What follows belongs to an exercise in optimizing a design on an open flow for small area; a production flow would make more cautious choices.
Where RTL was checked, it was by simulation tests only, not by an equivalence proof against the original.
For run 4, only the layout was checked, not whether the RTL still works.
No activity file was given, so power comes from the tool's default toggle rates.

==> design/flow/design.v <==
module lc3_addr_sel
  (addr1mux,
   addr2mux,
   ir,
   pc,
   sr1out,
   addr_out
   );
  input         addr1mux;
  input  [1:0]  addr2mux;
  input  [15:0] ir;
  input  [15:0] pc;
  input  [15:0] sr1out;
  output [15:0] addr_out;
  reg    [15:0] addr1mux_out;
  reg    [15:0] addr2mux_out;
  always @(*)
    begin
      case (addr1mux)
        1'b0:    addr1mux_out = pc;
        1'b1:    addr1mux_out = sr1out;
        default: addr1mux_out = pc;
      endcase
    end
  always @(*)
    begin
      case (addr2mux)
        2'b00:   addr2mux_out = {16{1'b0}};
        2'b01:   addr2mux_out = {{10{ir[5]}}, ir[5:0]};
        2'b10:   addr2mux_out = {{7{ir[8]}}, ir[8:0]};
        2'b11:   addr2mux_out = {{5{ir[10]}}, ir[10:0]};
        default: addr2mux_out = 4'h0;
      endcase
    end
  assign addr_out = addr1mux_out + addr2mux_out;
endmodule
module lc3_alu
  (aluk,
   sr1out,
   ir,
   sr2out,
   alu_out
   );
  input  [1:0]   aluk;
  input  [15:0]  sr1out;
  input  [15:0]  ir;
  input  [15:0]  sr2out;
  output [15:0]  alu_out;
  reg    [15:0]  alu_comp;
  wire [15:0]    op_b;
  assign op_b = (ir[5] == 1'b1) ? {{11{ir[4]}}, ir[4:0]} : sr2out;
  always @(*)
    begin
      case (aluk)
        2'b00:   alu_comp = sr1out + op_b;
        2'b01:   alu_comp = sr1out & op_b;
        2'b10:   alu_comp = ~sr1out;
        2'b11:   alu_comp = sr1out;
        default: alu_comp = sr1out;
      endcase
    end
  assign alu_out = alu_comp;
endmodule
module lc3_control
  (clk,
   rst,
   ready,
   ir,
   ben,
   control_bits
   );
  input         clk;
  input         rst;
  input         ready;
  input [15:0]  ir;
  input         ben;
  output [25:0] control_bits;
  reg [34:0]    control_store [0:63];
  reg [5:0]     state;
  initial
    begin
      $readmemb("lc3_microcode.mem", control_store);
    end
  always @(posedge clk or negedge rst)
    begin
      if (rst == 1'b0)
        begin
          state <= 6'b010010;  
        end
      else
        begin
          if (control_store[state][25] == 1'b1)
            begin
              state <= {2'b00, ir[15:12]};
            end
          else
            begin
              case (control_store[state][28:26])
                3'b000: state <= control_store[state][34:29];
                3'b001: state <= control_store[state][34:29] | {4'h0, ready, 1'b0};
                3'b010: state <= control_store[state][34:29] | {3'b000, ben, 2'b00};
                3'b011: state <= control_store[state][34:29] | {5'h0, ir[11]};
                default: state <= control_store[state][34:29];
              endcase
            end  
        end
    end  
  assign control_bits = control_store[state][24:0];
endmodule
module lc3_ir
  (clk,
   rst,
   data_bus,
   ld_ir,
   ir
   );
  input              clk;
  input              rst;
  input [15:0]       data_bus;
  input              ld_ir;
  output [15:0]      ir;
  reg [15:0]         ir;
  always @(posedge clk or negedge rst)
    begin
      if (rst == 1'b0)
        begin
          ir <= {16{1'b0}};
        end
      else if (ld_ir)
        begin
          ir <= data_bus;
        end
    end
endmodule
module lc3_marmux
  (marmux,
   ir,
   addr_out,
   marmux_out
   );
  input         marmux;
  input [15:0]  ir;
  input [15:0]  addr_out;
  output [15:0] marmux_out;
  wire [15:0]   marmux_mux_out;
  assign marmux_mux_out = (marmux == 1'b1)
                           ? addr_out
                          : {{8{1'b0}}, ir[7:0]};
  assign marmux_out = marmux_mux_out;
endmodule
module lc3_mem
  (clk,
   rst,
   ld_mar,
   ld_mdr,
   mio_en,
   data_bus,
   mem_rdata,
   mar,
   mdr
   );
  input         clk;
  input         rst;
  input         ld_mar;
  input         ld_mdr;
  input         mio_en;
  input [15:0]  data_bus;
  input [15:0]  mem_rdata;
  output [15:0] mar;
  output [15:0] mdr;
  reg [15:0]    mar;
  reg [15:0]    mdr;
  always @(posedge clk or negedge rst)
    begin
      if (rst == 1'b0)
        begin
          mar <= {16{1'b0}};
          mdr <= {16{1'b0}};
        end
      else
        begin
          if (ld_mar)
            begin
              mar <= data_bus;
            end
          if (ld_mdr)
            begin
              mdr <= (mio_en == 1'b1) ? mem_rdata : data_bus;
            end
        end
    end
endmodule
module lc3_nzp
  (clk,
   rst,
   ld_cc,
   ld_ben,
   data_bus,
   ir,
   ben
   );
  input        clk;
  input        rst;
  input [15:0] ir;
  input [15:0] data_bus;
  input        ld_cc;
  input        ld_ben;
  output       ben;
  reg          n;
  reg          z;
  reg          p;
  reg          ben;
  always @(posedge clk or negedge rst)
    begin
      if (rst == 1'b0)
        begin
          n <= 1'b0;
          z <= 1'b0;
          p <= 1'b0;
          ben <= 1'b0;
        end
      else
        begin
          if (ld_cc)
            begin
              n <= data_bus[15];
              z <= data_bus == {16{1'b0}};
              p <= ~data_bus[15] && data_bus != 0;  
            end
          if (ld_ben)
            begin
              ben <= (ir[11] && n) || (ir[10] && z) || (ir[9] && p);
            end
        end
    end
endmodule
module lc3_pc
  (clk,
   rst,
   pcmux,
   ld_pc,
   addr_out,
   data_bus,
   pc
   );
  input         clk;
  input         rst;
  input  [1:0]  pcmux;
  input         ld_pc;
  input  [15:0] addr_out;
  input  [15:0] data_bus;
  output [15:0] pc;
  reg    [15:0] pc;
  always @(posedge clk or negedge rst)
    begin
      if (rst == 1'b0)
        begin
          pc <= 16'h0200;  
        end
      else if (ld_pc)
        begin
          case (pcmux)
            2'b00:   pc <= pc + 1'b1;
            2'b01:   pc <= data_bus;
            2'b10:   pc <= addr_out;
            default: pc <= pc + 1'b1;
          endcase
        end
    end  
endmodule
module lc3_regfile
  (clk,
   rst,
   ld_reg,
   drmux,
   sr1mux,
   ir,
   data_bus,
   sr1out,
   sr2out
   );
  input         clk;
  input         rst;
  input         ld_reg;
  input  [1:0]  drmux;
  input  [1:0]  sr1mux;
  input  [15:0] ir;
  input  [15:0] data_bus;
  output [15:0] sr1out;
  output [15:0] sr2out;
  reg    [15:0] registers [0:7];
  reg    [15:0] sr1out;
  integer       i;
  always @(posedge clk or negedge rst)
    begin
      if (rst == 1'b0)
        begin
          for (i = 0; i < 8; i = i + 1)
            begin
              registers[i] <= {16{1'b0}};
            end
        end
      else if (ld_reg)
        begin
          case (drmux)
            2'b00:   registers[ir[11:9]] <= data_bus;
            2'b01:   registers[3'b111] <= data_bus;
            2'b10:   registers[3'b110] <= data_bus;
            default: registers[ir[11:9]] <= data_bus;
          endcase  
        end
    end  
  always @(*)
    begin
      case (sr1mux)
        2'b00:   sr1out = registers[ir[11:9]];
        2'b01:   sr1out = registers[ir[8:6]];
        2'b10:   sr1out = registers[3'b110];
        default: sr1out = registers[ir[11:9]];
      endcase  
    end
  assign sr2out = registers[ir[2:0]];
endmodule
module lc3_datapath
  (clk,
   rst,
   mem_en,
   mem_we,
   mem_addr,
   mem_wdata,
   mem_ready,
   mem_rdata
   );
  input         clk;
  input         rst;
  output        mem_en;
  output        mem_we;
  output [15:0] mem_addr;
  output [15:0] mem_wdata;
  input         mem_ready;
  input  [15:0] mem_rdata;
  wire [15:0]   ir;
  wire          ben;
  wire          ready;
  wire          addr1mux;
  wire [1:0]    addr2mux;
  wire [1:0]    aluk;
  wire          clk;
  wire [1:0]    drmux;
  wire          gate_alu;
  wire          gate_marmux;
  wire          gate_mdr;
  wire          gate_pc;
  wire          ld_ben;
  wire          ld_cc;
  wire          ld_ir;
  wire          ld_mar;
  wire          ld_mdr;
  wire          ld_pc;
  wire          ld_reg;
  wire          marmux;
  wire          mio_en;
  wire [15:0]   pc;
  wire [1:0]    pcmux;
  wire          r_w;
  wire          rst;
  wire [1:0]    sr1mux;
  wire [15:0]   addr_out;
  wire [15:0]   data_bus;
  wire [15:0]   sr1out;
  wire [15:0]   sr2out;
  wire [25:0]   control_bits;
  wire [15:0]   alu_out;
  wire [15:0]   marmux_out;
  wire [15:0]   mar;
  wire [15:0]   mdr;
  assign data_bus = ({16{gate_alu}}    & alu_out)    |
                    ({16{gate_marmux}} & marmux_out) |
                    ({16{gate_mdr}}    & mdr)        |
                    ({16{gate_pc}}     & pc);
  assign ready     = mem_ready;
  assign mem_en    = mio_en;
  assign mem_we    = r_w;
  assign mem_addr  = mar;
  assign mem_wdata = mdr;
  assign {ld_ben, ld_mar, ld_mdr, ld_ir, ld_pc,
          ld_reg, ld_cc, gate_marmux, gate_mdr, gate_alu,
          gate_pc, marmux, pcmux, addr1mux, addr2mux, drmux,
          sr1mux, aluk, mio_en, r_w} = control_bits;
  lc3_addr_sel lc3_addr_sel_u1
    (.addr1mux(addr1mux),
     .addr2mux(addr2mux),
     .addr_out(addr_out),
     .ir(ir),
     .pc(pc),
     .sr1out(sr1out)
     );
  lc3_alu lc3_alu_u2
    (.aluk(aluk),
     .alu_out(alu_out),
     .ir(ir),
     .sr1out(sr1out),
     .sr2out(sr2out)
     );
  lc3_control lc3_control_u3
    (.ben(ben),
     .clk(clk),
     .control_bits(control_bits),
     .ir(ir),
     .ready(ready),
     .rst(rst)
     );
  lc3_ir lc3_ir_u4
    (.clk(clk),
     .data_bus(data_bus),
     .ir(ir),
     .ld_ir(ld_ir),
     .rst(rst)
     );
  lc3_marmux lc3_marmux_u5
    (.addr_out(addr_out),
     .marmux_out(marmux_out),
     .ir(ir),
     .marmux(marmux)
     );
  lc3_mem lc3_mem_u6
    (.clk(clk),
     .data_bus(data_bus),
     .ld_mar(ld_mar),
     .ld_mdr(ld_mdr),
     .mio_en(mio_en),
     .mem_rdata(mem_rdata),
     .mar(mar),
     .mdr(mdr),
     .rst(rst)
     );
  lc3_nzp lc3_nzp_u7
    (.ben(ben),
     .clk(clk),
     .data_bus(data_bus),
     .ir(ir),
     .ld_ben(ld_ben),
     .ld_cc(ld_cc),
     .rst(rst)
     );
  lc3_pc lc3_pc_u8
    (.addr_out(addr_out),
     .clk(clk),
     .data_bus(data_bus),
     .ld_pc(ld_pc),
     .pcmux(pcmux),
     .pc(pc),
     .rst(rst)
     );
  lc3_regfile lc3_regfile_u9
    (.clk(clk),
     .data_bus(data_bus),
     .drmux(drmux),
     .ir(ir),
     .ld_reg(ld_reg),
     .rst(rst),
     .sr1mux(sr1mux),
     .sr1out(sr1out),
     .sr2out(sr2out)
     );
endmodule
==> design/flow/lc3_microcode.mem <==
01001001000000000000000000000000000
01001000000000011001000000000010000
01100100000100000100010001000000000
01011100000100000100010001000000000
01010001100000010000100000001000000
01001000000000011001000000000010100
01100100000100000100010010100010000
01011100000100000100010010100010000
00000000000000000000000000000000000
01001000000000011001000000000011000
01100000000100000100010001000000000
01110100000100000100010001000000000
01001000000000100000001010000010000
00000000000000000000000000000000000
01001000000000011100010001000000000
01110000000100000100000000000000000
01000000100000000000000000000000011
00000000000000000000000000000000000
10000110100100100000100000000000000
00000000000000000000000000000000000
01001000000000100000001010000010000
01001000000000100000001001100000000
01001000000000100000001001000000000
01000000000010000001000000000001100
01100000100010000000000000000000010
01100100100010000000000000000000010
01100100000100000010000000000000000
01001000000000011010000000000000000
01110000100010010000100000001000010
01110100100010000000000000000000010
01001000000000100010000100000000000
01011100000100000010000000000000000
00000000011000000000000000000000000
10000100100010000000000000000000010
00000000000000000000000000000000000
10000000000001000010000000000000000
00000000000000000000000000000000000
00000000000000000000000000000000000
00000000000000000000000000000000000
00000000000000000000000000000000000
00000000000000000000000000000000000
00000000000000000000000000000000000
00000000000000000000000000000000000
00000000000000000000000000000000000
00000000000000000000000000000000000
00000000000000000000000000000000000
00000000000000000000000000000000000
00000000000000000000000000000000000
00000000000000000000000000000000000
00000000000000000000000000000000000
00000000000000000000000000000000000
00000000000000000000000000000000000
00000000000000000000000000000000000
00000000000000000000000000000000000
00000000000000000000000000000000000
00000000000000000000000000000000000
00000000000000000000000000000000000
00000000000000000000000000000000000
00000000000000000000000000000000000
00000000000000000000000000000000000
00000000000000000000000000000000000
00000000000000000000000000000000000
00000000000000000000000000000000000
00000000000000000000000000000000000
==> design/flow/run.sh <==
#!/bin/bash
# synth_recipe.tcl (not shown) runs the flow's synth.tcl, then flattens the netlist and writes it again
# the make line also repeats each setting of config.mk as NAME=value (left out here)
make -C /OpenROAD-flow-scripts/flow DESIGN_CONFIG=/design/flow/config.mk WORK_HOME=/design/flow/orfs CLKGATE_MAP_FILE= SYNTH_SCRIPT=/design/flow/synth_recipe.tcl finish
==> design/flow/config.mk <==
export PLATFORM = sky130hd
export DESIGN_NAME = lc3_datapath
export DESIGN_NICKNAME = lc3_datapath
export VERILOG_FILES = /design/flow/design.v
export SDC_FILE = /design/flow/constraint.sdc
export NUM_CORES = 4
export LEC_CHECK = 0
export CAP_MARGIN = 20
export CORE_MARGIN = 2
export CORE_UTILIZATION = 40
export PLACE_DENSITY = 0.6
export SLEW_MARGIN = 20
==> design/flow/constraint.sdc <==
create_clock -name core_clock -period 10.0 [get_ports {clk}]
set_input_delay 2.0000 -clock core_clock [delete_from_list [all_inputs] [get_ports {clk}]]
set_output_delay 2.0000 -clock core_clock [all_outputs]
set_load 0.01 [all_outputs]
==> flow_summary.yaml, run 1 <==
setup_path:
  crit_cells: 18
  timing.critical_path.cells: "inv_1, ha_1, nand2_1, nor3b_2, o211ai_1, a21o_1, nand2_1, o21ai_0, ha_1, a211oi_1, o21a_1, o31a_1, xnor2_1, a222oi_1, nand3_1, or4_4, nor4_4, a32o_1"
  crit_type: "reg -> reg"
  path_buf_inv: 1
  worstReg2RegStart: "lc3_control_u3.state[1]"
  critPathSlowestCell: "o211ai_1"
  critPathCaptureType: "flip-flop"
  cp-startpoint: "lc3_control_u3.state[1]"
  cpPeakStageDelay_ns: 0.87
  crit_path_start_kind: "flip-flop"
  cp_data_arrival_time_ns: 7.04
  worstPathRequired_ns: 10.51
  reg2regPathDepth: 18
  crit_family: "compound AO/OA/AOI/OAI gates"
  crit_fanout: 14
hold_path:
  hold_start: "lc3_ir_u4.ir[12]"
  hold_depth: 2
  hp-class: "reg -> reg"
cells_and_area:
  layout-drive-gt1-share_pct: 11.9
  fill_cells: 3632
  fin_area_mm2: 0.0167
  layout.cells.non_filler: 2217
  nNetsFinal: 1793
  areaGrowthSynthToFinish_pct: 11.6
  post-route-util_pct: 45.5
  antenna_cells: 0
cts:
  post-cts-setup-buffers: 0
  cts.sinks: 202
  cts_tree: "yes"
  cts_buffer_depth: 3
  cts.clk_slew.worst_paths_ns: 0.06
  holdBufCountCts: 0
  cts-buffers-inserted: 24
  clock_latency_ns: 0.57
  cts_root_buf: "clkbuf_16"
  ctsResizeCount: 0
  cts_max_level: 1
logic_synthesis:
  postSynth.asyncResetShare_pct: 100
  synth.avg_cell_area_um2: 8.58
  yosysMostFrequentCell: "nand2_1"
  synth_cells: 1749
  synth-main-ff-cell: "dfrtp_1"
  ys_seq_area_share_pct: 33.7
  syn_area_mm2: 0.0150
  yosys_warnings: 9
  synthTopCellsByArea: "dfrtp_1 (33%), mux2i_1 (5.9%), o21ai_0 (5.8%)"
  yosysTopAreaCell: "dfrtp_1"
  yosysTopAreaCellShare_pct: 33.2
  ys_types: 86
  synth_common_cells: "nand2_1 (210), dfrtp_1 (199), o21ai_0 (173)"
  ys_seq_elements: 202
  syn-num-nets: 1810
  synth_enable_flop_cells: 0
sta:
  min_period_ns: 6.53
  drv_slew: 0
  fin_ws_ns: 3.47
  timing.final.crit_share_pct: 65.3
  fmax_ghz: 0.153
  finClkSkew_ns: 0.0153
  rsz0062_at_grt: "false"
  relSlewSlack_pct: 27.8
  hold_viol: 0
  fin_tns_setup_ns: 0
  hold_slack_ns: 0.479
  setup_viol: 0
  worst_slew_pin_slew_ns: 1.08
pwr:
  leakage_nw: 6.99
  ir_drop_mv: 0.147
  finalPower_mw: 6.91
  p_per_area_mw_per_mm2: 412
global_route:
  grt_pass1_vias: 13500
  grt_pass1_wl_mm: 86.2
  grt_antenna_before_repair: 1
  grt_overflow_total: 0
  grt_max_degree: 77
  grt_usage_pct: 28.9
routing:
  drt.antenna.violating_nets: 0
  dr.pass1.iters: 6
  routed_wirelength_mm: 56.1
  route.detailed.drc: 0
  drt_iter0_drc: 1722
  wl_per_cell_um: 25.3
  vias: 14200
  via_per_inst: 6.39
placement:
  port_buffers: 52
  place_ws_ns: 3.62
  place_inst: 2173
  dpl.hpwl_mm: 39.4
  place_congestion: 1.00
  postPlaceCellArea_mm2: 0.0159
outcome:
  status: "finished clean"
flow_run:
  cap_violations: 0
die:
  die_y_um: 198
  core-area_mm2: 0.0368
  start_util_pct: 40.8
  io-pin-count: 53
  dieArea_mm2: 0.0391
  die_w_um: 198
  row_count: 70
## placed cells by master, fill, tap and decap left out, types with 14 or more instances in the layout
cell type,instances
nand2_1,210
dfrtp_1,195
o21ai_0,172
a21oi_1,147
nor2_1,125
mux2i_1,89
mux2_2,66
inv_1,51
clkdlybuf4s50_1,51
buf_4,42
ha_1,40
a211oi_1,33
nand3_1,30
nor2b_1,28
a21o_1,28
a221oi_1,27
clkbuf_16,24
mux4_2,23
o31ai_1,22
o22ai_1,20
nor3_1,19
xnor2_1,16
and3_1,14
nand2b_1,14
## power breakdown
group          switching, mW  internal [mW]  leakage [nW]
clock network          0.386          0.539         0.385
logic                   2.89           1.65          3.92
registers              0.335           1.11          2.68
total                   3.61           3.30          6.99
## area by class of cell
cell class / count / area (um2) / area share, %
clock buffer: 34 / 658 / 3.93
timing repair buffer: 95 / 855 / 5.10
inverter: 55 / 206 / 1.23
tap: 468 / 586 / 3.50
sequential: 202 / 5060 / 30.2
clock inverter: 9 / 150 / 0.897
multi-input combinational: 1354 / 9230 / 55.1
## worst register-to-register path: stages (launching register included)
cell and delay (ns):
dfstp_2 0.44, inv_1 0.24, ha_1 0.50, nand2_1 0.17
nor3b_2 0.23, o211ai_1 0.87, a21o_1 0.26, nand2_1 0.09
o21ai_0 0.36, ha_1 0.32, a211oi_1 0.33, o21a_1 0.29
o31a_1 0.20, xnor2_1 0.09, a222oi_1 0.29, nand3_1 0.49
or4_4 0.72, nor4_4 0.35, a32o_1 0.21
## routing by layer
layer	up-vias	GRT usage, %	wire, um
li1	6427	-	-
met5	-	0	32
met3	117	4.39	4540
met4	2	10.2	2220
met1	6929	40.4	24400
met2	701	45.5	24900
## registers in the layout (all words and copies together) (netlist names)
register                  cells
lc3_mem_u6.mdr               16
lc3_nzp_u7.ben                1
lc3_nzp_u7.z                  1
lc3_ir_u4.ir                 16
lc3_nzp_u7.n                  1
lc3_pc_u8.pc                 16
lc3_regfile_u9.registers    128
lc3_mem_u6.mar               16
lc3_control_u3.state          6
lc3_nzp_u7.p                  1
## kinds of logic after synthesis
logic type	Yosys count	share of synthesized area, %
AND/OR/NAND/NOR	516	16.1
buffers and inverters	193	5.30
flip-flops	202	33.7
AO/OA/AOI/OAI	595	25.5
adder cells (fa/ha/maj)	42	3.60
XOR/XNOR	23	1.43
multiplexers	178	14.3
## final timing paths
check                                    end  slack (ns)
setup / recovery                lc3_nzp_u7.z        3.47
hold / removal              lc3_ir_u4.ir[12]        0.48
setup reg to reg                lc3_nzp_u7.z        3.47
hold reg to reg             lc3_ir_u4.ir[12]        0.48
max in group asynchronous    lc3_ir_u4.ir[1]        7.04
min in group asynchronous  lc3_mem_u6.mdr[0]        1.41
==> run 2: changes to the inputs <==
--- a/design/flow/design.v
+++ b/design/flow/design.v
@@ -341,126 +341,198 @@
   input  [15:0] mem_rdata;
-  wire [15:0]   ir;
-  wire          ben;
-  wire          ready;
-  wire          addr1mux;
-  wire [1:0]    addr2mux;
-  wire [1:0]    aluk;
-  wire          clk;
-  wire [1:0]    drmux;
-  wire          gate_alu;
-  wire          gate_marmux;
-  wire          gate_mdr;
-  wire          gate_pc;
-  wire          ld_ben;
-  wire          ld_cc;
-  wire          ld_ir;
-  wire          ld_mar;
-  wire          ld_mdr;
-  wire          ld_pc;
-  wire          ld_reg;
-  wire          marmux;
-  wire          mio_en;
-  wire [15:0]   pc;
-  wire [1:0]    pcmux;
-  wire          r_w;
-  wire          rst;
-  wire [1:0]    sr1mux;
-  wire [15:0]   addr_out;
-  wire [15:0]   data_bus;
-  wire [15:0]   sr1out;
-  wire [15:0]   sr2out;
-  wire [25:0]   control_bits;
-  wire [15:0]   alu_out;
-  wire [15:0]   marmux_out;
-  wire [15:0]   mar;
-  wire [15:0]   mdr;
-  assign data_bus = ({16{gate_alu}}    & alu_out)    |
-                    ({16{gate_marmux}} & marmux_out) |
-                    ({16{gate_mdr}}    & mdr)        |
-                    ({16{gate_pc}}     & pc);
-  assign ready     = mem_ready;
-  assign mem_en    = mio_en;
-  assign mem_we    = r_w;
+  localparam [4:0] S_INIT  = 5'd0,
+                   S_FETCH = 5'd1,
+                   S_INC   = 5'd2,
+                   S_CPY   = 5'd3,
+                   S_ALU   = 5'd4,
+                   S_BR    = 5'd5,
+                   S_JMP   = 5'd6,
+                   S_JSR   = 5'd7,
+                   S_JSRR  = 5'd8,
+                   S_LEA   = 5'd9,
+                   S_TRAP  = 5'd10,
+                   S_EA    = 5'd11,
+                   S_RDP   = 5'd12,
+                   S_RD    = 5'd13,
+                   S_WB    = 5'd14,
+                   S_SWAP  = 5'd15,
+                   S_WR    = 5'd16,
+                   S_RST   = 5'd17;
+  reg  [4:0]  state;
+  reg  [4:0]  state_nx;
+  reg  [3:0]  phase;
+  reg         run;
+  reg         carry;
+  reg  [1:0]  cc;           
+  reg  [15:0] ir;
+  reg  [15:0] mar;
+  reg  [15:0] t;
+  reg  [15:0] r [0:7];
+  wire is_req  = (state == S_FETCH) | (state == S_RDP) |
+                 (state == S_RD) | (state == S_WR);
+  wire is_pass = ~is_req;
+  wire act     = is_pass & run;
+  wire last    = (phase == 4'd15);
+  assign mem_en    = is_req;
+  assign mem_we    = (state == S_WR);
   assign mem_addr  = mar;
-  assign mem_wdata = mdr;
-  assign {ld_ben, ld_mar, ld_mdr, ld_ir, ld_pc,
-          ld_reg, ld_cc, gate_marmux, gate_mdr, gate_alu,
-          gate_pc, marmux, pcmux, addr1mux, addr2mux, drmux,
-          sr1mux, aluk, mio_en, r_w} = control_bits;
-  lc3_addr_sel lc3_addr_sel_u1
-    (.addr1mux(addr1mux),
-     .addr2mux(addr2mux),
-     .addr_out(addr_out),
-     .ir(ir),
-     .pc(pc),
-     .sr1out(sr1out)
-     );
-  lc3_alu lc3_alu_u2
-    (.aluk(aluk),
-     .alu_out(alu_out),
-     .ir(ir),
-     .sr1out(sr1out),
-     .sr2out(sr2out)
-     );
-  lc3_control lc3_control_u3
-    (.ben(ben),
-     .clk(clk),
-     .control_bits(control_bits),
-     .ir(ir),
-     .ready(ready),
-     .rst(rst)
-     );
-  lc3_ir lc3_ir_u4
-    (.clk(clk),
-     .data_bus(data_bus),
-     .ir(ir),
-     .ld_ir(ld_ir),
-     .rst(rst)
-     );
-  lc3_marmux lc3_marmux_u5
-    (.addr_out(addr_out),
-     .marmux_out(marmux_out),
-     .ir(ir),
-     .marmux(marmux)
-     );
-  lc3_mem lc3_mem_u6
-    (.clk(clk),
-     .data_bus(data_bus),
-     .ld_mar(ld_mar),
-     .ld_mdr(ld_mdr),
-     .mio_en(mio_en),
-     .mem_rdata(mem_rdata),
-     .mar(mar),
-     .mdr(mdr),
-     .rst(rst)
-     );
-  lc3_nzp lc3_nzp_u7
-    (.ben(ben),
-     .clk(clk),
-     .data_bus(data_bus),
-     .ir(ir),
-     .ld_ben(ld_ben),
-     .ld_cc(ld_cc),
-     .rst(rst)
-     );
-  lc3_pc lc3_pc_u8
-    (.addr_out(addr_out),
-     .clk(clk),
-     .data_bus(data_bus),
-     .ld_pc(ld_pc),
-     .pcmux(pcmux),
-     .pc(pc),
-     .rst(rst)
-     );
-  lc3_regfile lc3_regfile_u9
-    (.clk(clk),
-     .data_bus(data_bus),
-     .drmux(drmux),
-     .ir(ir),
-     .ld_reg(ld_reg),
-     .rst(rst),
-     .sr1mux(sr1mux),
-     .sr1out(sr1out),
-     .sr2out(sr2out)
-     );
+  assign mem_wdata = t;
+  reg  [2:0] rsel;
+  always @(*)
+    case (state)
+      S_CPY:         rsel = ir[2:0];
+      S_SWAP, S_RST: rsel = ir[11:9];
+      default:       rsel = ir[8:6];
+    endcase
+  wire rd = r[rsel][0];
+  wire mo = mar[0];
+  wire to = t[0];
+  reg  [3:0] olen;
+  reg        oext;
+  always @(*)
+    begin
+      olen = 4'd9;
+      oext = ir[8];
+      case (state)
+        S_ALU:  begin olen = 4'd5;  oext = ir[4];  end
+        S_EA:   if (ir[14]) begin olen = 4'd6; oext = ir[5]; end
+        S_JSR:  begin olen = 4'd11; oext = ir[10]; end
+        S_TRAP: begin olen = 4'd8;  oext = 1'b0;   end
+        default: ;
+      endcase
+    end
+  wire ob = (state == S_INIT) ? (phase == 4'd9) :
+            (phase < olen) ? ir[phase] : oext;
+  reg  a;
+  reg  b;
+  always @(*)
+    begin
+      case (state)
+        S_ALU, S_JMP: a = rd;
+        S_EA:         a = ir[14] ? rd : mo;
+        S_TRAP, S_INIT: a = 1'b0;
+        default:      a = mo;
+      endcase
+      case (state)
+        S_ALU:        b = ir[5] ? ob : to;
+        S_INC, S_JMP: b = 1'b0;
+        default:      b = ob;
+      endcase
+    end
+  wire ci   = (phase == 4'd0) ? (state == S_INC) : carry;
+  wire sum  = a ^ b ^ ci;
+  wire cout = (a & b) | (ci & (a ^ b));
+  reg alu;
+  always @(*)
+    if (state == S_ALU)
+      case (ir[15:14])
+        2'b01:   alu = a & b;
+        2'b10:   alu = ~a;
+        default: alu = sum;
+      endcase
+    else
+      alu = sum;
+  wire r7dst = (state == S_JSR) | (state == S_JSRR) | (state == S_TRAP);
+  wire wr    = act & ((state == S_ALU) | (state == S_LEA) | (state == S_WB) |
+                      (state == S_SWAP) | (state == S_RST) | r7dst |
+                      (state == S_INIT));
+  wire [2:0] dst = r7dst ? 3'd7 : ir[11:9];
+  reg wbit;
+  always @(*)
+    case (state)
+      S_INIT:                          wbit = 1'b0;
+      S_ALU, S_LEA:                    wbit = alu;
+      S_WB, S_JSR, S_JSRR, S_TRAP:     wbit = mo;
+      default:                         wbit = to;
+    endcase
+  integer i;
+  always @(posedge clk)
+    for (i = 0; i < 8; i = i + 1)
+      r[i] <= {(wr & ((state == S_INIT) | (dst == i))) ? wbit : r[i][0],
+               r[i][15:1]};
+  wire mar_sh = act & ((state == S_INIT) | (state == S_INC) | (state == S_BR) |
+                       (state == S_JMP) | (state == S_JSR) | (state == S_TRAP) |
+                       (state == S_EA) | (state == S_WB) | (state == S_RST) |
+                       (state == S_JSRR) | (state == S_LEA));
+  wire mar_in = (state == S_WB) ? to : (state == S_RST) ? rd :
+                ((state == S_JSRR) | (state == S_LEA)) ? mo : alu;
+  wire mar_ld = mem_ready & ((state == S_RDP) | (state == S_RD));
+  always @(posedge clk)
+    if (mar_ld)
+      mar <= mem_rdata;
+    else if (mar_sh)
+      mar <= {mar_in, mar[15:1]};
+  wire t_sh = act & ((state == S_EA) | (state == S_SWAP) | (state == S_CPY) |
+                     (state == S_ALU) | (state == S_WB) | (state == S_RST));
+  wire t_in = (state == S_EA) ? mo : rd;
+  always @(posedge clk)
+    if (t_sh)
+      t <= {t_in, t[15:1]};
+  always @(posedge clk)
+    if (mem_ready & (state == S_FETCH))
+      ir <= mem_rdata;
+  wire ben = (ir[11] & (cc == 2'b11)) | (ir[10] & (cc == 2'b10)) |
+             (ir[9] & (cc == 2'b01));
+  always @(*)
+    begin
+      state_nx = state;
+      case (state)
+        S_FETCH: if (mem_ready) state_nx = S_INC;
+        S_RDP:   if (mem_ready) state_nx = ir[14] ? S_FETCH :
+                                           ir[12] ? S_SWAP : S_RD;
+        S_RD:    if (mem_ready) state_nx = S_WB;
+        S_WR:    if (mem_ready) state_nx = S_RST;
+        default:
+          if (act & last)
+            case (state)
+              S_INC:
+                case (ir[15:12])
+                  4'b0000: state_nx = ben ? S_BR : S_FETCH;
+                  4'b0001,
+                  4'b0101: state_nx = ir[5] ? S_ALU : S_CPY;
+                  4'b1001: state_nx = S_ALU;
+                  4'b0010, 4'b0011, 4'b0110, 4'b0111,
+                  4'b1010, 4'b1011: state_nx = S_EA;
+                  4'b0100: state_nx = ir[11] ? S_JSR : S_JSRR;
+                  4'b1100: state_nx = S_JMP;
+                  4'b1110: state_nx = S_LEA;
+                  4'b1111: state_nx = S_TRAP;
+                  default: state_nx = S_FETCH;
+                endcase
+              S_CPY:  state_nx = S_ALU;
+              S_JSRR: state_nx = S_JMP;
+              S_TRAP: state_nx = S_RDP;
+              S_EA:   state_nx = ir[15] ? S_RDP : ir[12] ? S_SWAP : S_RD;
+              S_SWAP: state_nx = S_WR;
+              default: state_nx = S_FETCH;
+            endcase
+      endcase
+    end
+  wire nx_pass = ~((state_nx == S_FETCH) | (state_nx == S_RDP) |
+                   (state_nx == S_RD) | (state_nx == S_WR));
+  wire setcc = act & ((state == S_ALU) | (state == S_LEA) | (state == S_WB));
+  always @(posedge clk or negedge rst)
+    if (rst == 1'b0)
+      begin
+        state <= S_INIT;
+        phase <= 4'd0;
+        run   <= 1'b1;
+        carry <= 1'b0;
+        cc    <= 2'b00;
+      end
+    else
+      begin
+        state <= state_nx;
+        phase <= phase + 4'd1;
+        run   <= nx_pass & (last | (run & is_pass));
+        carry <= cout;
+        if (setcc)
+          begin
+            if (phase == 4'd0)
+              cc <= wbit ? 2'b01 : 2'b10;
+            else if (last)
+              cc <= wbit ? 2'b11 : cc;
+            else if (wbit)
+              cc <= 2'b01;
+          end
+      end
 endmodule
--- a/design/flow/config.mk
+++ b/design/flow/config.mk
@@ -7,2 +7,3 @@
 export LEC_CHECK = 0
+export ABC_AREA = 1
 export CAP_MARGIN = 20
@@ -10,2 +11,4 @@
 export CORE_UTILIZATION = 40
+export CTS_BUF_LIST = sky130_fd_sc_hd__clkbuf_8
+export CTS_CLUSTER_SIZE = 30
 export PLACE_DENSITY = 0.6
==> flow_summary.yaml, run 2 <==
outcome:
  status: "finished clean"
setup_path:
  r2r_slack_ns: 6.28
  reg2regPathDepth: 23
  cp_data_arrival_time_ns: 2.27
  r2r_end: "mar[15]"
  crit_family: "buffers and inverters"
  crit_path_start_kind: "flip-flop"
  crit_end: "mem_en"
  worstReg2RegStart: "state[1]"
  crit_fanout: 6
  timing.critical_path.cells: "inv_2, nand2_1, nor2_1, nand2_2, nand2_2, nor2_4, inv_1, clkdlybuf4s50_1"
  critPathCaptureType: "output pin"
  crit_type: "reg -> out"
  worstPathRequired_ns: 8.00
  crit_top_cell: "nand2_2"
  path_buf_inv: 3
  cp-startpoint: "state[0]"
  crit_cells: 8
  cpPeakStageDelay_ns: 0.54
  critPathSlowestCell: "clkdlybuf4s50_1"
pwr:
  leakage_nw: 3.20
  ir_drop_mv: 0.0841
  p_per_area_mw_per_mm2: 189
sta:
  worst_slew_pin_slew_ns: 0.925
  finClkSkew_ns: 0.0252
  fin_ws_ns: 5.73
  min_period_ns: 4.27
  rsz0062_at_grt: "false"
  hold_viol: 0
  fmax_ghz: 0.234
  fin_tns_setup_ns: 0
  relSlewSlack_pct: 38.3
  setup_viol: 0
  drv_slew: 0
  timing.final.crit_share_pct: 42.7
logic_synthesis:
  yosysTopAreaCellShare_pct: 40.2
  synth.avg_cell_area_um2: 10.7
  synth_enable_flop_cells: 48
  ys_seq_area_share_pct: 68.0
  ys_types: 47
  syn_area_mm2: 0.00637
  synth_common_cells: "dfxtp_1 (128), nand2_1 (127), inv_1 (61)"
  postSynth.asyncResetShare_pct: 6.88
  yosysTopAreaCell: "dfxtp_1"
  yosysMostFrequentCell: "dfxtp_1"
  synth_cells: 597
  syn-num-nets: 628
  ys_seq_elements: 189
  synthTopCellsByArea: "dfxtp_1 (40%), edfxtp_1 (23%), nand2_1 (7.5%)"
  synth-main-ff-cell: "dfxtp_1"
  yosys_warnings: 2
cts:
  cts-buffers-inserted: 17
  post-cts-setup-buffers: 0
  holdBufCountCts: 0
  cts_buffer_depth: 2
  cts.sinks: 189
  clock_latency_ns: 0.45
  cts_max_level: 4
  cts_root_buf: "clkbuf_8"
  cts_tree: "yes"
  cts.clk_slew.worst_paths_ns: 0.11
  ctsResizeCount: 0
cells_and_area:
  largest_reg_flops: 128
  nNetsFinal: 691
  seqCellArea_mm2: 0.00433
  antenna_cells: 0
  mostFrequentLayoutCells: "dfxtp_1 (128), nand2_1 (127), inv_1 (62)"
  areaGrowthSynthToFinish_pct: 18.6
  multiInputGateArea_mm2: 0.00175
  fill_cells: 1404
  layout-drive-gt1-share_pct: 10.6
  regMostFlops: "r"
  layout.cells.non_filler: 888
  post-route-util_pct: 48.1
  final_common_cell: "dfxtp_1"
routing:
  routed_wirelength_mm: 12.7
  wl_met2_mm: 5.43
  drt-met1-wl_mm: 6.46
  drt_iter0_drc: 282
  met3_length_um: 645
  via_per_inst: 4.72
  route.detailed.drc: 0
  drt.antenna.violating_nets: 0
  wl_per_cell_um: 14.3
  vias: 4191
  dr.pass1.iters: 5
  routed.top_layer: "met4"
die:
  core-area_mm2: 0.0157
  dieArea_mm2: 0.0170
  row_count: 46
  die_y_um: 130
  start_util_pct: 40.6
  die_w_um: 130
  io-pin-count: 53
placement:
  place_ws_ns: 5.57
  port_buffers: 52
  dpl.hpwl_mm: 9.22
  place_congestion: 0.927
  place_inst: 857
global_route:
  grt_max_degree: 18
  grt_pass1_wl_mm: 20.8
  grt_overflow_total: 0
  grt_pass1_vias: 4149
  grt_usage_pct: 16.1
  grt_antenna_before_repair: 0
hold_path:
  hp-class: "reg -> reg"
flow_run:
  cap_violations: 0
-- run 2: cell type report --
cell class,count,share of cell area [%]
clock inverters,12,2.10
flip-flops and latches,189,57.3
clock buffers,19,3.46
multi-input cells,330,23.1
repair buffers,53,6.98
well taps,216,3.57
inverters,69,3.46
-- run 2: logic make-up after synthesis --
logic type,synth area share [%]
and+or+nand+nor,17.0
DFF,68.0
AOI/OAI and AO/OA,7.38
buffers and inverters,4.81
adders and majority gates,2.47
xor gates and xnor gates,0.412
-- run 2: stage by stage --
step           total power [mW]  hold slack (ns)  cell area, um2
5_1_grt                    1.49            0.325            7560
3_5_place_dp              0.930            0.312            7130
4_1_cts                    1.45            0.329            7550
6_report                   1.43            0.329            7560
3_3_place_gp              0.928            0.313            7130
2_1_floorplan             0.879            0.310            6370
-- run 2: worst min path at each step --
stage                     startpoint        to  slack (ns)  depth (start not counted)
after floorplan              r[0][1]   r[0][0]        0.31                          0
after global placement       r[4][8]   r[4][7]        0.31                          0
after detailed placement     r[0][3]   r[0][2]        0.31                          0
after CTS                   r[7][13]  r[7][12]        0.33                          0
after global routing        r[3][12]  r[3][11]        0.32                          0
final                        r[4][7]   r[4][6]        0.33                          0
-- run 2: report_power, final --
| part | internal (mW) | switching, mW |
|---|---|---|
| logic | 0.0418 | 0.0509 |
| registers | 0.810 | 0.0102 |
| clock network | 0.262 | 0.255 |
| total | 1.11 | 0.316 |
-- run 2: metal layers --
metal	vias up	global-route usage [%]
li1	2082	-
met1	1969	22.7
met2	127	24.0
met3	13	4.55
met4	0	5.57
met5	-	0
==> run 3: changes to the inputs <==
--- a/design/flow/config.mk
+++ b/design/flow/config.mk
@@ -7,3 +7,2 @@
 export LEC_CHECK = 0
-export ABC_AREA = 1
 export CAP_MARGIN = 20
@@ -11,4 +10,2 @@
 export CORE_UTILIZATION = 40
-export CTS_BUF_LIST = sky130_fd_sc_hd__clkbuf_8
-export CTS_CLUSTER_SIZE = 30
 export PLACE_DENSITY = 0.6
==> flow_summary.yaml, run 3 <==
outcome:
  status: "finished clean"
sta:
  worst_slew_pin_slew_ns: 0.943
  fin_tns_setup_ns: 0
  min_period_ns: 4.85
  hold_viol: 0
  rsz0062_at_grt: "false"
  fmax_ghz: 0.206
  finClkSkew_ns: 0.0120
  timing.final.crit_share_pct: 48.5
  relSlewSlack_pct: 37.1
  drv_slew: 0
  hold_slack_ns: 0.323
  setup_viol: 0
placement:
  port_buffers: 52
  dpl.hpwl_mm: 10.0
  place_congestion: 0.916
  postPlaceCellArea_mm2: 0.00728
  place_inst: 770
hold_path:
  hp-class: "reg -> reg"
  hold_start: "r[3][1]"
  hold_depth: 0
  holdPathEnd: "r[3][0]"
global_route:
  grt_pass1_wl_mm: 23.3
  grt_max_degree: 32
  grt_pass1_vias: 4304
  grt_overflow_total: 0
  grt_antenna_before_repair: 0
  grt_usage_pct: 17.3
routing:
  wl_met2_mm: 6.43
  drt_iter0_drc: 450
  route.detailed.drc: 0
  drt.antenna.violating_nets: 0
  vias: 4253
  wl_per_cell_um: 18.0
  via_per_inst: 5.31
  dr.pass1.iters: 5
  routed_wirelength_mm: 14.4
  met3_length_um: 843
  routed.top_layer: "met4"
  drt-met1-wl_mm: 6.99
cts:
  clock_latency_ns: 0.43
  cts-buffers-inserted: 17
  cts_buffer_depth: 2
  ctsResizeCount: 0
  cts.sinks: 189
  cts_tree: "yes"
  cts_root_buf: "clkbuf_16"
  holdBufCountCts: 0
  cts.clk_slew.worst_paths_ns: 0.07
  cts_max_level: 4
  post-cts-setup-buffers: 0
die:
  die_y_um: 132
  io-pin-count: 53
  dieArea_mm2: 0.0175
  start_util_pct: 41.2
  row_count: 46
  die_w_um: 132
  core-area_mm2: 0.0160
logic_synthesis:
  syn-num-nets: 558
  syn_area_mm2: 0.00659
  synth_enable_flop_cells: 48
  ys_seq_elements: 189
  yosysTopAreaCellShare_pct: 38.9
  yosysMostFrequentCell: "dfxtp_1"
  ys_types: 76
  postSynth.asyncResetShare_pct: 6.88
  synth_common_cells: "dfxtp_1 (128), edfxtp_1 (48), nand2_1 (32)"
  ys_seq_area_share_pct: 65.7
  synth-main-ff-cell: "dfxtp_1"
  yosys_warnings: 2
  synth.avg_cell_area_um2: 12.5
  synthTopCellsByArea: "dfxtp_1 (39%), edfxtp_1 (22%), dfrtp_1 (4.6%)"
  yosysTopAreaCell: "dfxtp_1"
  synth_cells: 527
flow_run:
  cap_violations: 0
pwr:
  finalPower_mw: 1.49
  ir_drop_mv: 0.112
  leakage_nw: 2.97
  p_per_area_mw_per_mm2: 190
setup_path:
  worstReg2RegStart: "state[4]"
  crit_family: "flip-flops"
  critPathCaptureType: "output pin"
  r2r_slack_ns: 5.15
  crit_type: "reg -> out"
  cpPeakStageDelay_ns: 0.96
  worstPathRequired_ns: 8.00
  crit_path_start_kind: "flip-flop"
  timing.critical_path.cells: "or3b_2, nor2_1, o21ai_1, inv_1, clkdlybuf4s50_1"
  reg2regPathDepth: 13
  path_buf_inv: 2
  critPathSlowestCell: "dfrtp_1"
  crit_fanout: 29
  cp_data_arrival_time_ns: 2.85
  crit_cells: 5
  r2r_end: "r[4][15]"
cells_and_area:
  nNetsFinal: 604
  areaGrowthSynthToFinish_pct: 19.3
  fin_area_mm2: 0.00786
  multiInputGateArea_mm2: 0.00205
  layout-drive-gt1-share_pct: 12.3
  antenna_cells: 0
  regMostFlops: "r"
  final_common_cell: "dfxtp_1"
  layout.cells.non_filler: 801
  seqCellArea_mm2: 0.00433
  largest_reg_flops: 128
  mostFrequentLayoutCells: "dfxtp_1 (128), clkdlybuf4s50_1 (52), edfxtp_1 (48)"
  fill_cells: 1446
## run 3: stage by stage
step	worst slack, ns	utilization, %
3_3_place_gp	5.30	45.5
6_report	5.15	49.1
5_1_grt	4.80	49.1
2_1_floorplan	5.97	-
3_5_place_dp	5.22	45.5
4_1_cts	5.17	49.1
## run 3: how the worst max path moves through the flow
stage,endpoint,slack (ns),startpoint
floorplan,r[3][15],5.97,state[0]
global placement,r[5][15],5.30,state[3]
detailed placement,r[7][15],5.22,state[3]
CTS,mem_en,5.17,state[4]
global route,r[4][15],4.80,state[4]
finish,mem_en,5.15,state[4]
## run 3: logic make-up (layout without fill, tap and decap cells)
family / count (synthesis) / in the layout / synth area share, %
XOR/XNOR: 4 / 4 / 0.532
adder cells (fa/ha/maj): 12 / 12 / 2.39
AND/OR/NAND/NOR: 124 / 124 / 10.0
AO/OA/AOI/OAI: 119 / 119 / 12.8
flip-flops: 189 / 189 / 65.7
multiplexers: 28 / 28 / 5.37
buffers and inverters: 51 / 109 / 3.17
## run 3: report_power, final
part	internal, mW	switching [mW]
Combinational	0.0229	0.0321
Clock	0.333	0.313
Sequential	0.786	0.00775
## run 3: layout make-up
type,count,share of cell area (%)
flip-flops and latches,189,55.1
multi-input cells,287,26.1
repair buffers,54,6.81
clock buffers,17,5.41
well taps,216,3.44
clock inverters,14,1.94
inverters,24,1.15
## run 3: routing by layer
| layer | vias up | global-route usage (%) |
|---|---|---|
| met5 | - | 0 |
| met4 | 0 | 7.23 |
| met3 | 13 | 4.23 |
| met2 | 137 | 25.3 |
| met1 | 2095 | 24.5 |
| li1 | 2008 | - |
==> run 4: changes to the inputs <==
--- a/design/flow/design.v
+++ b/design/flow/design.v
@@ -342,19 +342,17 @@
   localparam [4:0] S_INIT  = 5'd0,
-                   S_FETCH = 5'd1,
-                   S_INC   = 5'd2,
-                   S_CPY   = 5'd3,
-                   S_ALU   = 5'd4,
-                   S_BR    = 5'd5,
-                   S_JMP   = 5'd6,
-                   S_JSR   = 5'd7,
-                   S_JSRR  = 5'd8,
-                   S_LEA   = 5'd9,
-                   S_TRAP  = 5'd10,
-                   S_EA    = 5'd11,
-                   S_RDP   = 5'd12,
-                   S_RD    = 5'd13,
-                   S_WB    = 5'd14,
-                   S_SWAP  = 5'd15,
-                   S_WR    = 5'd16,
-                   S_RST   = 5'd17;
+                   S_INC   = 5'd1,
+                   S_CPY   = 5'd2,
+                   S_ALU   = 5'd3,
+                   S_BR    = 5'd4,
+                   S_JMP   = 5'd5,
+                   S_JSR   = 5'd6,
+                   S_TRAP  = 5'd7,
+                   S_EA    = 5'd8,
+                   S_WB    = 5'd9,
+                   S_SWAP  = 5'd10,
+                   S_RST   = 5'd11,
+                   S_FETCH = 5'd16,
+                   S_RDP   = 5'd17,
+                   S_RD    = 5'd18,
+                   S_WR    = 5'd19;
   reg  [4:0]  state;
@@ -369,6 +367,4 @@
   reg  [15:0] r [0:7];
-  wire is_req  = (state == S_FETCH) | (state == S_RDP) |
-                 (state == S_RD) | (state == S_WR);
-  wire is_pass = ~is_req;
-  wire act     = is_pass & run;
+  wire is_req  = state[4];
+  wire act     = ~state[4] & run;
   wire last    = (phase == 4'd15);
@@ -378,9 +374,16 @@
   assign mem_wdata = t;
-  reg  [2:0] rsel;
-  always @(*)
-    case (state)
-      S_CPY:         rsel = ir[2:0];
-      S_SWAP, S_RST: rsel = ir[11:9];
-      default:       rsel = ir[8:6];
-    endcase
+  wire st_init = (state == S_INIT);
+  wire st_inc  = (state == S_INC);
+  wire st_cpy  = (state == S_CPY);
+  wire st_alu  = (state == S_ALU);
+  wire st_br   = (state == S_BR);
+  wire st_jmp  = (state == S_JMP);
+  wire st_jsr  = (state == S_JSR);
+  wire st_trap = (state == S_TRAP);
+  wire st_ea   = (state == S_EA);
+  wire st_wb   = (state == S_WB);
+  wire st_swap = (state == S_SWAP);
+  wire st_rst  = (state == S_RST);
+  wire [2:0] rsel = st_cpy ? ir[2:0] :
+                    (st_swap | st_rst) ? ir[11:9] : ir[8:6];
   wire rd = r[rsel][0];
@@ -391,32 +394,18 @@
   always @(*)
-    begin
-      olen = 4'd9;
-      oext = ir[8];
-      case (state)
-        S_ALU:  begin olen = 4'd5;  oext = ir[4];  end
-        S_EA:   if (ir[14]) begin olen = 4'd6; oext = ir[5]; end
-        S_JSR:  begin olen = 4'd11; oext = ir[10]; end
-        S_TRAP: begin olen = 4'd8;  oext = 1'b0;   end
-        default: ;
-      endcase
-    end
-  wire ob = (state == S_INIT) ? (phase == 4'd9) :
-            (phase < olen) ? ir[phase] : oext;
-  reg  a;
-  reg  b;
-  always @(*)
-    begin
-      case (state)
-        S_ALU, S_JMP: a = rd;
-        S_EA:         a = ir[14] ? rd : mo;
-        S_TRAP, S_INIT: a = 1'b0;
-        default:      a = mo;
-      endcase
-      case (state)
-        S_ALU:        b = ir[5] ? ob : to;
-        S_INC, S_JMP: b = 1'b0;
-        default:      b = ob;
-      endcase
-    end
-  wire ci   = (phase == 4'd0) ? (state == S_INC) : carry;
+    case (ir[15:12])
+      4'b0001, 4'b0101: begin olen = 4'd5;  oext = ir[4];  end  
+      4'b0110, 4'b0111: begin olen = 4'd6;  oext = ir[5];  end  
+      4'b0100:          begin olen = 4'd11; oext = ir[10]; end  
+      4'b1111:          begin olen = 4'd8;  oext = 1'b0;   end  
+      default:          begin olen = 4'd9;  oext = ir[8];  end
+    endcase
+  wire ob_en = (st_alu & ir[5]) | st_br | (st_jsr & ir[11]) | st_trap | st_ea;
+  wire ob    = (ob_en & ((phase < olen) ? ir[phase] : oext)) |
+               (st_init & (phase == 4'd9));
+  wire a_rd  = st_alu | st_jmp | st_rst | (st_ea & ~ir[15] & ir[14]);
+  wire a_0   = st_trap | st_wb | st_init;
+  wire a     = a_rd ? rd : a_0 ? 1'b0 : mo;
+  wire b_to  = st_wb | (st_alu & ~ir[5]);
+  wire b     = b_to ? to : ob;
+  wire ci   = (phase == 4'd0) ? st_inc : carry;
   wire sum  = a ^ b ^ ci;
@@ -425,3 +414,3 @@
   always @(*)
-    if (state == S_ALU)
+    if (st_alu)
       case (ir[15:14])
@@ -433,15 +422,8 @@
       alu = sum;
-  wire r7dst = (state == S_JSR) | (state == S_JSRR) | (state == S_TRAP);
-  wire wr    = act & ((state == S_ALU) | (state == S_LEA) | (state == S_WB) |
-                      (state == S_SWAP) | (state == S_RST) | r7dst |
-                      (state == S_INIT));
+  wire r7dst = st_jsr | st_trap;
+  wire wr    = act & (st_alu | st_wb | st_swap | st_rst | r7dst | st_init);
   wire [2:0] dst = r7dst ? 3'd7 : ir[11:9];
-  reg wbit;
-  always @(*)
-    case (state)
-      S_INIT:                          wbit = 1'b0;
-      S_ALU, S_LEA:                    wbit = alu;
-      S_WB, S_JSR, S_JSRR, S_TRAP:     wbit = mo;
-      default:                         wbit = to;
-    endcase
+  wire wbit  = st_init ? 1'b0 :
+               st_alu ? alu :
+               (st_swap | st_rst) ? to : mo;
   integer i;
@@ -449,11 +431,5 @@
     for (i = 0; i < 8; i = i + 1)
-      r[i] <= {(wr & ((state == S_INIT) | (dst == i))) ? wbit : r[i][0],
-               r[i][15:1]};
-  wire mar_sh = act & ((state == S_INIT) | (state == S_INC) | (state == S_BR) |
-                       (state == S_JMP) | (state == S_JSR) | (state == S_TRAP) |
-                       (state == S_EA) | (state == S_WB) | (state == S_RST) |
-                       (state == S_JSRR) | (state == S_LEA));
-  wire mar_in = (state == S_WB) ? to : (state == S_RST) ? rd :
-                ((state == S_JSRR) | (state == S_LEA)) ? mo : alu;
-  wire mar_ld = mem_ready & ((state == S_RDP) | (state == S_RD));
+      r[i] <= {(wr & (st_init | (dst == i))) ? wbit : r[i][0], r[i][15:1]};
+  wire mar_sh = act & ~st_alu;
+  wire mar_ld = mem_ready & (state == S_RDP | state == S_RD);
   always @(posedge clk)
@@ -462,9 +438,6 @@
     else if (mar_sh)
-      mar <= {mar_in, mar[15:1]};
-  wire t_sh = act & ((state == S_EA) | (state == S_SWAP) | (state == S_CPY) |
-                     (state == S_ALU) | (state == S_WB) | (state == S_RST));
-  wire t_in = (state == S_EA) ? mo : rd;
+      mar <= {alu, mar[15:1]};
   always @(posedge clk)
-    if (t_sh)
-      t <= {t_in, t[15:1]};
+    if (act)
+      t <= {st_ea ? mo : rd, t[15:1]};
   always @(posedge clk)
@@ -493,6 +466,5 @@
                   4'b0010, 4'b0011, 4'b0110, 4'b0111,
-                  4'b1010, 4'b1011: state_nx = S_EA;
-                  4'b0100: state_nx = ir[11] ? S_JSR : S_JSRR;
+                  4'b1010, 4'b1011, 4'b1110: state_nx = S_EA;
+                  4'b0100: state_nx = S_JSR;
                   4'b1100: state_nx = S_JMP;
-                  4'b1110: state_nx = S_LEA;
                   4'b1111: state_nx = S_TRAP;
@@ -501,5 +473,6 @@
               S_CPY:  state_nx = S_ALU;
-              S_JSRR: state_nx = S_JMP;
+              S_JSR:  state_nx = ir[11] ? S_FETCH : S_JMP;
               S_TRAP: state_nx = S_RDP;
-              S_EA:   state_nx = ir[15] ? S_RDP : ir[12] ? S_SWAP : S_RD;
+              S_EA:   state_nx = (ir[15] & ir[14]) ? S_WB :
+                                 ir[15] ? S_RDP : ir[12] ? S_SWAP : S_RD;
               S_SWAP: state_nx = S_WR;
@@ -509,5 +482,3 @@
     end
-  wire nx_pass = ~((state_nx == S_FETCH) | (state_nx == S_RDP) |
-                   (state_nx == S_RD) | (state_nx == S_WR));
-  wire setcc = act & ((state == S_ALU) | (state == S_LEA) | (state == S_WB));
+  wire setcc = act & (st_alu | st_wb);
   always @(posedge clk or negedge rst)
@@ -518,3 +489,2 @@
         run   <= 1'b1;
-        carry <= 1'b0;
         cc    <= 2'b00;
@@ -525,4 +495,3 @@
         phase <= phase + 4'd1;
-        run   <= nx_pass & (last | (run & is_pass));
-        carry <= cout;
+        run   <= ~state_nx[4] & (last | run);
         if (setcc)
@@ -537,2 +506,4 @@
       end
+  always @(posedge clk)
+    carry <= cout;
 endmodule
==> design/flow/flow/run.sh (new file) <==
#!/bin/bash
# Standard ORFS layout (the standard.sh), with two changes:
#  - the port buffers are the smallest buffer, sky130_fd_sc_hd__buf_1
#  - the clock tree uses larger sink clusters and no dummy loads
set -euo pipefail
export BUFFER_PORTS_ARGS="-buffer_cell sky130_fd_sc_hd__buf_1"
export CTS_ARGS="-sink_clustering_enable -repair_clock_nets -buf_list sky130_fd_sc_hd__clkbuf_16 -sink_clustering_size 40 -dont_use_dummy_load"
bash standard.sh finish > standard_make.log 2>&1
==> design/flow/standard.sh (new file) <==
#!/bin/bash
# synth_recipe.tcl (not shown) runs the flow's synth.tcl, then flattens the netlist and writes it again
# the make line also repeats each setting of config.mk as NAME=value (left out here)
make -C /OpenROAD-flow-scripts/flow DESIGN_CONFIG=/design/flow/config.mk WORK_HOME=/design/flow/orfs CLKGATE_MAP_FILE= SYNTH_SCRIPT=/design/flow/synth_recipe.tcl "${@:-finish}"
--- a/design/flow/config.mk
+++ b/design/flow/config.mk
@@ -7,2 +7,3 @@
 export LEC_CHECK = 0
+export ABC_AREA = 1
 export CAP_MARGIN = 20
removed: design/flow/run.sh
==> flow_summary.yaml, run 4 <==
placement:
  dpl.hpwl_mm: 8.45
  postPlaceCellArea_mm2: 0.00663
  place_congestion: 0.919
  port_buffers: 52
logic_synthesis:
  synth_common_cells: "dfxtp_1 (129), nand2_1 (122), edfxtp_1 (48)"
  synth_compound_area_share_pct: 7.23
  synth_enable_flop_cells: 48
  yosys_warnings: 2
  synthTopCellsByArea: "dfxtp_1 (42%), edfxtp_1 (23%), nand2_1 (7.4%)"
  yosys.area_share.simple_pct: 16.3
  synth_top_family_by_area: "simple AND/OR/NAND/NOR gates"
  ys_seq_elements: 189
  synth_fa_ha_area_share_pct: 2.74
  syn_area_mm2: 0.00621
  synth-main-ff-cell: "dfxtp_1"
  synth.avg_cell_area_um2: 11.1
  muxShareOfSynthArea_pct: 0
  ys_seq_area_share_pct: 69.6
  yosysTopAreaCellShare_pct: 41.6
  ys_types: 48
  postSynth.asyncResetShare_pct: 6.35
  syn-num-nets: 593
  synth_cells: 561
  yosysTopAreaCell: "dfxtp_1"
  synth-xor-area-share_pct: 0.282
  yosysMostFrequentCell: "dfxtp_1"
cts:
  holdBufCountCts: 0
  cts_root_buf: "clkbuf_16"
  cts-buffers-inserted: 17
  cts_max_level: 4
  cts_tree: "yes"
  cts.sinks: 189
  ctsResizeCount: 0
  post-cts-setup-buffers: 0
  cts.clk_slew.worst_paths_ns: 0.06
  clock_latency_ns: 0.42
  cts_buffer_depth: 2
sta:
  hold_viol: 0
  worst_slew_pin_slew_ns: 0.835
  fin_tns_setup_ns: 0
  finClkSkew_ns: 0.0159
  relSlewSlack_pct: 44.3
  drv_slew: 0
  fmax_ghz: 0.238
  rsz0062_at_grt: "false"
  timing.final.crit_share_pct: 42.1
  setup_viol: 0
  min_period_ns: 4.21
setup_path:
  critPathCaptureType: "flip-flop"
  crit_type: "in -> reg"
  worstReg2RegStart: "ir[15]"
  crit_path_start_kind: "primary input"
  crit_fanout: 17
  cp-startpoint: "mem_ready"
  cp_data_arrival_time_ns: 4.24
  worstPathRequired_ns: 10.03
pwr:
  leakage_nw: 2.86
  combPwrFrac_pct: 0.8
  p_per_area_mw_per_mm2: 188
  ir_drop_mv: 0.123
  p_seq_share_pct: 59.3
  p_sw_share_pct: 18.3
  pwr-share-clk_pct: 39.9
  p_int_mw: 1.08
  switchingPower_mw: 0.243
die:
  die_y_um: 129
  core-area_mm2: 0.0152
  die_w_um: 129
  row_count: 45
  dieArea_mm2: 0.0165
  start_util_pct: 40.9
  io-pin-count: 53
cells_and_area:
  areaGrowthSynthToFinish_pct: 13.5
  nNetsFinal: 659
  antenna_cells: 0
  fill_cells: 1421
  fin_area_mm2: 0.00705
  largest_reg_flops: 128
  regMostFlops: "r"
  layout-drive-gt1-share_pct: 8.16
  final_common_cell: "dfxtp_1"
  mostFrequentLayoutCells: "dfxtp_1 (129), nand2_1 (122), buf_1 (52)"
global_route:
  grt_pass1_wl_mm: 19.2
  grt_pass1_vias: 3873
  grt_max_degree: 18
  grt_usage_pct: 15.2
  grt_overflow_total: 0
  grt_antenna_before_repair: 0
routing:
  via_per_inst: 4.93
  wl_per_cell_um: 14.4
  route.detailed.drc: 0
  dr.pass1.iters: 5
  drt.antenna.violating_nets: 0
  vias: 4012
  drt_iter0_drc: 319
  routed_wirelength_mm: 11.7
flow_run:
  cap_violations: 0
hold_path:
  hp-class: "reg -> reg"
  hold_start: "r[1][10]"
outcome:
  status: "finished clean"
## run 4: changes by cell type in the layout (fill, tap and decap cells not counted), moves of 6 or more
cell	before	now
a21oi_1	24	18
buf_1	0	52
clkdlybuf4s50_1	52	0
inv_1	23	47
mux2_2	19	0
nand2_1	32	122
nand2_2	0	8
nand3_1	11	26
nor2_1	22	34
nor2b_1	7	1
nor3_1	16	7
o21ai_1	2	9
## run 4: cells by family after synthesis
group           Yosys count
flops                   189
xor+xnor                  2
simple gates            221
compound gates           75
fa+ha+maj                13
buf+inv                  61
## run 4: through the flow
step	power [mW]	utilization, %	hold slack (ns)	cells	worst slack [ns]
6_report	1.33	46.4	0.308	813	5.79
5_1_grt	1.37	46.4	0.315	813	5.57
4_1_cts	1.34	46.4	0.307	813	5.82
3_5_place_dp	0.813	43.6	0.312	796	5.37
3_3_place_gp	0.813	43.6	0.311	796	5.12
2_1_floorplan	0.806	-	0.310	561	6.07
## run 4: area by class of cell
type | instances | area, um2 | share of cell area (%)
Sequential cell | 189 | 4330 | 61.3
Clock buffer | 17 | 425 | 6.03
Inverter | 54 | 204 | 2.89
Timing Repair Buffer | 54 | 210 | 2.98
Multi-Input combinational cell | 311 | 1650 | 23.4
Tap cell | 188 | 235 | 3.34
## run 4: worst max-delay path, cell delays in order
cell and delay, ns:
buf_1 0.11, inv_1 0.07, nor2_1 0.18, inv_1 0.14
a21oi_2 0.56, clkinv_1 0.63, o21ai_2 0.54
## run 4: final timing paths
| kind | end | slack (ns) | depth (start not counted) |
|---|---|---|---|
| setup / recovery | mar[7] | 5.79 | 7 |
| setup reg to reg | mar[15] | 6.09 | 19 |
| hold / removal | r[1][9] | 0.31 | 0 |
| max in group asynchronous | cc[0] | 7.87 | 1 |
| hold reg to reg | r[1][9] | 0.31 | 0 |
| min in group asynchronous | state[1] | 1.64 | 1 |
## run 4: routing by layer
layer  track usage, %  part of all wire (%)  wire (um)  vias up
met5                0                     0          0        -
met4             7.16                   2.2        260        0
met1             20.9                    50       5810     1867
met2             22.4                    43       5030      143
li1                 -                     -          -     1978
met3             4.32                   5.4        630       24
## run 4: power groups by stage
stage / clock network [mW] / registers [mW] / logic [mW]
floorplan: 0 / 0.803 / 0.00273
detailed placement: 0 / 0.802 / 0.0108
global placement: 0 / 0.802 / 0.0105
finish: 0.530 / 0.786 / 0.0106
CTS: 0.548 / 0.786 / 0.0108
global route: 0.577 / 0.786 / 0.0120

==> what the ideal ports hide <==
The results above use ideal ports. As a check the final layouts listed here were re-extracted and re-timed, cells and wires unchanged. Step 1 (the two cells are an assumption about what drives the block):
set clk [get_ports {clk}]
set_driving_cell -lib_cell sky130_fd_sc_hd__clkbuf_16 $clk
set_driving_cell -lib_cell sky130_fd_sc_hd__buf_2 [delete_from_list [all_inputs] $clk]
Step 2 times the ports against the registers' clock, not the clock port: input delays grow and output delays shrink by t, the midpoint of the rising clock arrivals with the driver on. Slacks: no drivers / after step 1 / after step 2; pairs: no drivers / after step 1.
run	t (ns)	setup slack, ns	latest minus earliest clock arrival (ns)	pins driven straight from the clock port
run 1	0.619	3.473 / 3.473 / 3.473	0.015 / 0.016	1
run 2	0.477	5.729 / 5.695 / 5.998	0.025 / 0.025	1
run 3	0.468	5.145 / 5.102 / 5.149	0.013 / 0.013	1
run 4	0.450	5.790 / 5.802 / 5.352	0.016 / 0.016	1
After both steps every run listed still meets setup and hold. For run 4, which loses most, drivers alone change the setup slack by +0.012 ns; drivers and shift together by -0.438 ns.
